What follows belongs to an exercise in optimizing a design on an open flow for small area; a production flow would make more cautious choices.
Function was checked by simulation only, so behaviour that the tests miss may differ from the original.
Power figures rest on the tool's default switching activity, not on a simulated workload.

## iq_to_fifo_shifted
module iq_to_fifo_shifted #
(
    parameter iq_width = 56
)
(
    input wire axis_aclk,
    input wire aresetn,
    input [7:0] distance,
    input s00_axis_i48_tvalid,
    input [iq_width-1 : 0] s00_axis_i48_tdata,
    input s01_axis_q48_tvalid,
    input [iq_width-1 : 0] s01_axis_q48_tdata,
    input s02_axis_i48_sub_tvalid,
    input [iq_width-1 : 0] s02_axis_i48_sub_tdata,
    input s03_axis_q48_sub_tvalid,
    input [iq_width-1 : 0] s03_axis_q48_sub_tdata,
    input s04_axis_i96_tvalid,
    input [31 : 0] s04_axis_i96_tdata,
    input s05_axis_q96_tvalid,
    input [31 : 0] s05_axis_q96_tdata,
    input wire m00_axis_tready,
    output wire [31 : 0] m00_axis_tdata,
    output wire m00_axis_tlast,
    output reg m00_axis_tvalid
);
reg [iq_width-1:0] rx0i, rx0q, rx1i, rx1q;
reg [31:0] rts0i, rts0q, rts1i, rts1q;
reg busy;           
reg have48, have48s, have96;
reg step_96k;
wire collect = ~busy;
always @(posedge axis_aclk) begin
    if (collect && s00_axis_i48_tvalid) begin
        rx0i <= s00_axis_i48_tdata;
        rx0q <= s01_axis_q48_tdata;
    end
    if (collect && s02_axis_i48_sub_tvalid) begin
        rx1i <= s02_axis_i48_sub_tdata;
        rx1q <= s03_axis_q48_sub_tdata;
    end
    if (collect && s04_axis_i96_tvalid && !step_96k) begin
        rts0i <= s04_axis_i96_tdata;
        rts0q <= s05_axis_q96_tdata;
    end
    if (collect && s04_axis_i96_tvalid && step_96k) begin
        rts1i <= s04_axis_i96_tdata;
        rts1q <= s05_axis_q96_tdata;
    end
end
always @(posedge axis_aclk) begin
    if (aresetn == 0) begin
        busy <= 0;
        m00_axis_tvalid <= 0;
        have48 <= 0;
        have48s <= 0;
        have96 <= 0;
        step_96k <= 0;
    end else if (collect) begin
        if (s00_axis_i48_tvalid) have48 <= 1;
        if (s02_axis_i48_sub_tvalid) have48s <= 1;
        if (s04_axis_i96_tvalid) begin
            step_96k <= ~step_96k;
            if (step_96k) have96 <= 1;
        end
        if (have48 && have48s && have96) busy <= 1;
    end else if (m00_axis_tready) begin
        if (!m00_axis_tvalid)
            m00_axis_tvalid <= 1;
        else if (m00_axis_tlast) begin
            m00_axis_tvalid <= 0;
  ...
export LEC_CHECK = 0
export CAP_MARGIN = 20
export CORE_MARGIN = 2
export CORE_UTILIZATION = 40
export SLEW_MARGIN = 20
create_clock -name core_clock -period 5.0 [get_ports {axis_aclk}]
standard.sh (not shown) runs the stock make flow with config.mk's settings and CLKGATE_MAP_FILE= SYNTH_SCRIPT=/design/flow/synth_recipe.tcl, a recipe that flattens the netlist after the stock synthesis.
==> flow/flow/run.sh <==
#!/bin/bash
# Standard layout, with the port buffers made from the smallest buffer cell.
cat standard.sh > standard_sh_copy.log
export BUFFER_PORTS_ARGS="-buffer_cell sky130_fd_sc_hd__buf_1"
bash standard.sh > standard.log 2>&1
Edit:
==> flow/flow/run.sh (replaced) <==
#!/bin/bash
# Standard layout (the standard.sh, all steps), with three changes:
#  - synthesis maps the logic with an area-oriented ABC script (abc_area_nf.script);
#    everything else in synthesis is the standard flow's own script;
#  - the port buffers are made from the smallest buffer cell;
#  - clock tree: larger sink clusters driven by clkbuf_16, no dummy loads.
set -euo pipefail
cat standard.sh > standard_sh_copy.log
export AREA_ABC_SCRIPT="$PWD/flow/abc_area_nf.script"
export BUFFER_PORTS_ARGS="-buffer_cell sky130_fd_sc_hd__buf_1"
export CTS_ARGS="-sink_clustering_enable -repair_clock_nets -dont_use_dummy_load -sink_clustering_size 30 -sink_clustering_max_diameter 60 -buf_list sky130_fd_sc_hd__clkbuf_16"
sed "s#SYNTH_SCRIPT=[^ ]*#SYNTH_SCRIPT=$PWD/flow/synth_area.tcl#" standard.sh > standard_area.sh
grep -q "SYNTH_SCRIPT=$PWD/flow/synth_area.tcl" standard_area.sh
bash standard_area.sh > standard.log 2>&1
==> flow/flow/abc_area_nf.script (new file) <==
strash
dch -f
amap -F 1000 -A 1000
topo
==> flow/flow/synth_area.tcl (new file) <==
proc synth {args} { yosys synth -nofsm -noshare {*}$args }
# Map the logic with an area-oriented ABC script instead of ORFS's speed script.
proc abc {args} {
  set i [lsearch -exact $args -script]
  if { $i >= 0 && [string match {*/abc_*.script} [lindex $args [expr {$i + 1}]]] } {
    lset args [expr {$i + 1}] $::env(AREA_ABC_SCRIPT)
  }
  yosys abc {*}$args
}
source $::env(SCRIPTS_DIR)/synth.tcl
# left out here: clear keep_hierarchy, flatten, clean up, hide names made inside functions, write 1_2_yosys.v
CAP_MARGIN = 0   (was 20)
CORE_UTILIZATION = 60   (was 40)
SLEW_MARGIN = 0   (was 20)
=> Now the flow reached the layout checks and failed them: setup timing. Routed wire length goes down by 30%. Cell count goes down by 20%. Worst hold slack improves by 0.0055 ns. Maximum frequency goes down by 5.9%. Combinational power goes down by 18%. Sequential power stays flat. Setup slack degrades by 0.31 ns. Synthesized area goes down by 10%. Design area goes down by 10%.

---

run A:
iq_to_fifo_shifted again, from the RTL that the note above started with.
clock: 5.0 ns
lec_check: 0
cap_margin: 0
core_margin: 2
core_utilization: 60
cts_buf_list: sky130_fd_sc_hd__clkbuf_2 sky130_fd_sc_hd__clkbuf_4
cts_cluster_size: 20
slew_margin: 0
==> flow/flow/run.sh <==
#!/bin/bash
# Standard layout, with the port buffers made from the smallest buffer cell.
cat standard.sh > standard_sh_copy.log
export BUFFER_PORTS_ARGS="-buffer_cell sky130_fd_sc_hd__buf_1"
bash standard.sh > standard.log 2>&1
Per the final summary, run A finished and its layout is clean on timing, DRC and antenna.
The following lists how run B was set up differently from run A:
==> flow/flow/run.sh <==
#!/bin/bash
# Standard layout (the standard.sh, all steps), with three changes:
#  - synthesis maps the logic with an area-oriented ABC script (abc_area_nf.script);
#    everything else in synthesis is the standard flow's own script;
#  - the port buffers are made from the smallest buffer cell;
#  - clock tree: larger sink clusters driven by clkbuf_16, no dummy loads.
set -euo pipefail
cat standard.sh > standard_sh_copy.log
export AREA_ABC_SCRIPT="$PWD/flow/abc_area_nf.script"
export BUFFER_PORTS_ARGS="-buffer_cell sky130_fd_sc_hd__buf_1"
export CTS_ARGS="-sink_clustering_enable -repair_clock_nets -dont_use_dummy_load -sink_clustering_size 30 -sink_clustering_max_diameter 60 -buf_list sky130_fd_sc_hd__clkbuf_16"
sed "s#SYNTH_SCRIPT=[^ ]*#SYNTH_SCRIPT=$PWD/flow/synth_area.tcl#" standard.sh > standard_area.sh
grep -q "SYNTH_SCRIPT=$PWD/flow/synth_area.tcl" standard_area.sh
bash standard_area.sh > standard.log 2>&1
==> flow/flow/abc_area_nf.script (new file) <==
&get -n
&st
&dch -f
&nf -R 1000
&put
==> flow/flow/synth_area.tcl (new file) <==
proc synth {args} { yosys synth -nofsm -noshare {*}$args }
# Map the logic with an area-oriented ABC script instead of ORFS's speed script.
proc abc {args} {
  set i [lsearch -exact $args -script]
  if { $i >= 0 && [string match {*/abc_*.script} [lindex $args [expr {$i + 1}]]] } {
    lset args [expr {$i + 1}] $::env(AREA_ABC_SCRIPT)
  }
  yosys abc {*}$args
}
source $::env(SCRIPTS_DIR)/synth.tcl
# left out here: clear keep_hierarchy, flatten, clean up, hide names made inside functions, write 1_2_yosys.v
-- flow/config.mk --
<<< run A, line 10
export CORE_UTILIZATION = 60
export CTS_BUF_LIST = sky130_fd_sc_hd__clkbuf_2 sky130_fd_sc_hd__clkbuf_4
export CTS_CLUSTER_SIZE = 20
export SLEW_MARGIN = 0
>>> run B, line 10
export CORE_UTILIZATION = 60
export SLEW_MARGIN = 0
Results
Run B reports a lower clock network fraction of design power than run A does.
Between run A and run B, the effective utilization at floorplan does not differ in any meaningful way.
Total stage count of the critical path ends up higher on run B.
Est. power | run B vs run A | run B lower
[inputs] run C vs run B
==> flow/flow/run.sh <==
#!/bin/bash
# Standard layout (standard.sh, all steps), with two changes:
#  - the port buffers are made from the smallest buffer cell;
#  - clock tree: larger sink clusters driven by clkbuf_16, no dummy loads.
cat standard.sh > standard_sh_copy.log
export BUFFER_PORTS_ARGS="-buffer_cell sky130_fd_sc_hd__buf_1"
export CTS_ARGS="-sink_clustering_enable -repair_clock_nets -dont_use_dummy_load -sink_clustering_size 30 -sink_clustering_max_diameter 60 -buf_list sky130_fd_sc_hd__clkbuf_16"
bash standard.sh > standard.log 2>&1
removed: flow/flow/abc_area_nf.script
removed: flow/flow/synth_area.tcl
Notes after the runs:
Compared with run B, run C shows cell row count that has gone up by a few percent.
Of run B and run C, the run reporting the lower combinational fraction of design power was run B.
The run with more routed wire is run C, not run B.
Number of optimization iterations in the first detailed-route pass | run C above run B
Number of flops mapped to enable cells by yosys essentially unchanged between run C and run B.
The higher power dissipated by switching net loads of run B and run C is in run C.
As far as effective utilization at floorplan is concerned, run B and run C perform about the same.
--- input diff run C..run D ---
==> flow/flow/run.sh <==
#!/bin/bash
# Standard layout (the standard.sh, all steps), with three changes:
#  - synthesis maps the logic with an area-oriented ABC script (abc_area_nf.script);
#    everything else in synthesis is the standard flow's own script;
#  - the port buffers are made from the smallest buffer cell;
#  - clock tree: larger sink clusters driven by clkbuf_16, no dummy loads.
set -euo pipefail
cat standard.sh > standard_sh_copy.log
export AREA_ABC_SCRIPT="$PWD/flow/abc_area_nf.script"
export BUFFER_PORTS_ARGS="-buffer_cell sky130_fd_sc_hd__buf_1"
export CTS_ARGS="-sink_clustering_enable -repair_clock_nets -dont_use_dummy_load -sink_clustering_size 30 -sink_clustering_max_diameter 60 -buf_list {sky130_fd_sc_hd__clkbuf_8 sky130_fd_sc_hd__clkbuf_16}"
sed "s#SYNTH_SCRIPT=[^ ]*#SYNTH_SCRIPT=$PWD/flow/synth_area.tcl#" standard.sh > standard_area.sh
grep -q "SYNTH_SCRIPT=$PWD/flow/synth_area.tcl" standard_area.sh
bash standard_area.sh > standard.log 2>&1
==> flow/flow/abc_area_nf.script (new file) <==
&get -n
&st
&dch -f
&nf -R 1000
&put
==> flow/flow/synth_area.tcl (new file) <==
proc synth {args} { yosys synth -nofsm -noshare {*}$args }
# Map the logic with an area-oriented ABC script instead of ORFS's speed script.
proc abc {args} {
  set i [lsearch -exact $args -script]
  if { $i >= 0 && [string match {*/abc_*.script} [lindex $args [expr {$i + 1}]]] } {
    lset args [expr {$i + 1}] $::env(AREA_ABC_SCRIPT)
  }
  yosys abc {*}$args
}
source $::env(SCRIPTS_DIR)/synth.tcl
# left out here: clear keep_hierarchy, flatten, clean up, hide names made inside functions, write 1_2_yosys.v
==> summary.txt <==
- On worst ir drop on vdd: run D sits above run C.
- Per the comparison of run D with run C, count of buffers from port buffering essentially unchanged; cell count lost 115.
- Of the two values seen for capture point of the worst path, m00_axis_tdata[5] was produced by run D and m00_axis_tdata[28] by run C.
- Comparing run D and run C, the higher sequential share of layout area was measured on run D.
- Routed wire in run D totals less than in run C.
- Comparing total power after layout for run D and run C, the bigger number came from run C.
- Per the comparison of run D with run C, final area has decreased; wire length per cell decreased by about 19% relative to the old numbers; buffers plus inverters on the worst setup path shows an increase of 1.

## static timing again, ports no longer ideal
No port has a modelled driver above. Below, the same layouts with a new extraction and two added sets of constraints.
Step 1 assumes that a clkbuf_16 drives the clock port and a buf_2 every other input.
Step 2 moves the port delays by t, midway between the first and last clock arrival at a register: inputs arrive t later, outputs are due t later. That takes back most of the time a late clock gives input paths.
Slacks: no drivers / after step 1 / after step 2; pairs: no drivers / after step 1.
| run | shift t [ns] | slack for setup (ns) | hold WS [ns] | worst setup path after step 2 | latest minus earliest clock arrival (ns) |
|---|---|---|---|---|---|
| the first run of note 1 | 0.603 | 0.171 / 0.119 / 0.125 | 0.474 / 0.474 / 0.474 | input to output | 0.022 / 0.022 |
| the second run of note 1 | 0.554 | -0.134 / -0.184 / 0.054 | 0.480 / 0.480 / 0.480 | input to output | 0.052 / 0.052 |
| run A | 0.749 | 0.110 / 0.069 / 0.069 | 0.438 / 0.413 / 0.508 | input to output | 0.061 / 0.060 |
| run B | 0.566 | 0.177 / 0.120 / 0.120 | 0.465 / 0.465 / 0.465 | input to output | 0.042 / 0.042 |
| run C | 0.573 | 0.119 / 0.071 / 0.071 | 0.487 / 0.487 / 0.487 | input to output | 0.062 / 0.062 |
| run D | 0.566 | 0.177 / 0.120 / 0.120 | 0.465 / 0.465 / 0.465 | input to output | 0.042 / 0.042 |
